This design comes from an exercise in tuning for a short achievable clock period and few clock cycles on the open sky130 flow, not from production work.
Only simulation tests tie the RTL to the original design; equivalence was not proved.

rev 12:
==> module RISC_V, before the edit <==
module RISC_V (
    input  clk,
    input  reset,
    input  [31:0] instructions,
    input  [31:0] ram_data_in,
    output [31:0] PC_current,
    output RAM_write,RAM_read,
    output [1:0]  data_type,
    output [31:0] ram_address,
    output [31:0] ram_data_out
);
    wire [31:0] PC_next, next_address, imm_address;
    wire PC_EN;
    wire [6:0] opcode = instructions[6:0];
    wire [6:0] funct7 = instructions[31:25];
    wire [2:0] funct3 = instructions[14:12];
    wire [4:0] read_address1 = instructions[19:15];
    wire [4:0] read_address2 = instructions[24:20];
    wire [4:0] write_address = instructions[11:7];
    wire [31:0] immediate;
    wire [31:0] read_data1, read_data2;
    wire [31:0] reg_data;
    wire [2:0] reg_sel;
    wire reg_write;
    wire [31:0] ALU_result;
    wire ALU_zero, ALU_sign, ALU_ovf;
    wire [31:0] ALU_src_data;
    wire [3:0] OP;
    wire [1:0] ALU_OP;
    wire [31:0] ram_data;
    wire [1:0] CU_branch;
    wire BU_branch;
    wire [1:0] branch_op;
    PC PC_unit (
        .clk(clk),
        .PC_EN(PC_EN),
        .reset(reset),
        .branch_offset(immediate),
        .Q_next(PC_next),
        .address(PC_current),
        .next_address(next_address),
        .imm_address(imm_address)
    );
    Branch_unit Branch_Unit (
        .zero(ALU_zero), 
        .sign(ALU_sign),
        .ovf(ALU_ovf),
        .BR_control(branch_op),
        .Branch(BU_branch)
    );
    MUX_3x1 #(.n(32)) PC_MUX (
        .w1(ALU_result),
        .w2(imm_address),
        .w3(next_address),
        .s({CU_branch[1], CU_branch[0] & BU_branch}),
        .f(PC_next)
    );
    imm_gen immediate_generator (
        .instructions(instructions),
        .immediate(immediate)
    );
    Register_file Register_File (
        .clk(clk),
        .reset(reset),
        .write_EN(reg_write),
        .read_address1(read_address1),
        .read_address2(read_address2),
        .write_address(write_address),
        .write_data(reg_data),
        .read_data1(read_data1),
        .read_data2(read_data2)
    );
    MUX_5x1 #(.n(32)) Mux5 (
        .w1(ALU_result),
        .w2(ram_data),
        .w3(next_address),
        .w4(immediate),
        .w5(imm_address),
        .s(reg_sel),
        .f(reg_data)
    );
    MUX_2x1 #(.n(32)) ALU_Src (
        .w1(read_data2),
        .w2(immediate),
        .s(ALU_src),
        .f(ALU_src_data)
    );
    ALU ALU_unit (
        .reset(reset),
        .A_(read_data1),
        .B_(ALU_src_data),
        .OP(OP),
        .result(ALU_result),
        .zero(ALU_zero),
        .sign(ALU_sign),
        .ovf(ALU_ovf)
    );
    ALU_control ALU_Control (
        .funct7(funct7),
        .funct3(funct3),
        .ALU_OP(ALU_OP),
        .OP(OP),
        .BR(branch_op),
        .data_type(data_type)
    );
    CU CU_unit (
        .clk(clk),
        .reset(reset),
        .opcode(opcode),
        .PC_EN(PC_EN),
        .ALU_OP(ALU_OP),
        .mem_to_reg(reg_sel),
        .ALU_src(ALU_src),
        .mem_read(RAM_read),
        .mem_write(RAM_write),
        .reg_write(reg_write),
        .branch(CU_branch)
    );
     assign ram_data= ram_data_in;
     assign ram_data_out = read_data2;
     assign ram_address = read_data1 + immediate;
endmodule
Settings: LEC_CHECK=0, CAP_MARGIN=20, CORE_MARGIN=2, CORE_UTILIZATION=40, SLEW_MARGIN=20; clock period 260.0 ns.
run.sh (not shown) runs the stock make flow with config.mk's settings and CLKGATE_MAP_FILE= SYNTH_SCRIPT=/design/flow/synth_recipe.tcl, a recipe that flattens the netlist after the stock synthesis.
Rev 12 did not stop at any stage, and its layout met the timing, DRC and antenna checks.
Testbench counts of rev 12, summed over its fixed seeds: cycles 137,038.
Input changes introduced in rev 13 (baseline for comparison: rev 12):
-- flow/design.v --
<<< rev 12, line 665
     assign ram_data= ram_data_in;
     assign ram_data_out = read_data2;
     assign ram_address = read_data1 + immediate;
endmodule
>>> rev 13, line 665
     assign ram_data= ram_data_in;
     assign ram_data_out = read_data2;
     assign ram_address = ALU_result;
endmodule
Results
- Sort rev 12 and rev 13 by number of tap cells added at floorplan, descending, and rev 12 comes first.
- Rev 13 vs. rev 12: cell area fell by about 2.5%, non-clock buffer share of cell area rose by 0.23 points, basic-gate share of the synthesized area counting and, or, nand and nor cells fell by 2.0 points, wire length rose by about 1.7%.
- Comparing data arrival time of the critical path for rev 12 and rev 13, the bigger number came from rev 12.
- Row worst setup slack after layout: rev 13 lower / rev 12 higher
- On average footprint of a synthesized cell, rev 12 and rev 13 are basically level.
- Relative to rev 12, clock network contribution to total cell area has decreased by 0.32 points in rev 13.
- Diff rev 12 -> rev 13 | wire length per cell | up by a few percent
Testbench counts of rev 13, summed over its fixed seeds: cycles 137,038.

[re-timing with driven ports]
How much do the figures lean on ideal ports? The routed layouts below were timed once more, with nothing changed but the port constraints.
Step 1, drivers: a clkbuf_16 drives clk and a buf_2 each remaining input, both assumed.
Step 2 moves the port delays by t, midway between the first and last clock arrival at a register: inputs arrive t later, outputs are due t later. That takes back most of the time a late clock gives input paths.
a / b / c = no drivers / after step 1 / after step 2; a / b = the first two.
run | t, ns | setup WS [ns] | worst setup path at the end | worst data-port slew with drivers (ns)
rev 12 | 0.890 | 101.021 / 101.086 / 100.196 | input to register | 0.10
rev 13 | 0.840 | 48.377 / 48.347 / 48.347 | input to output | 0.13
After both steps every run listed still meets setup and hold. The setup slack of rev 12, which loses most, moves by +0.065 ns with the drivers and by -0.825 ns with both steps.
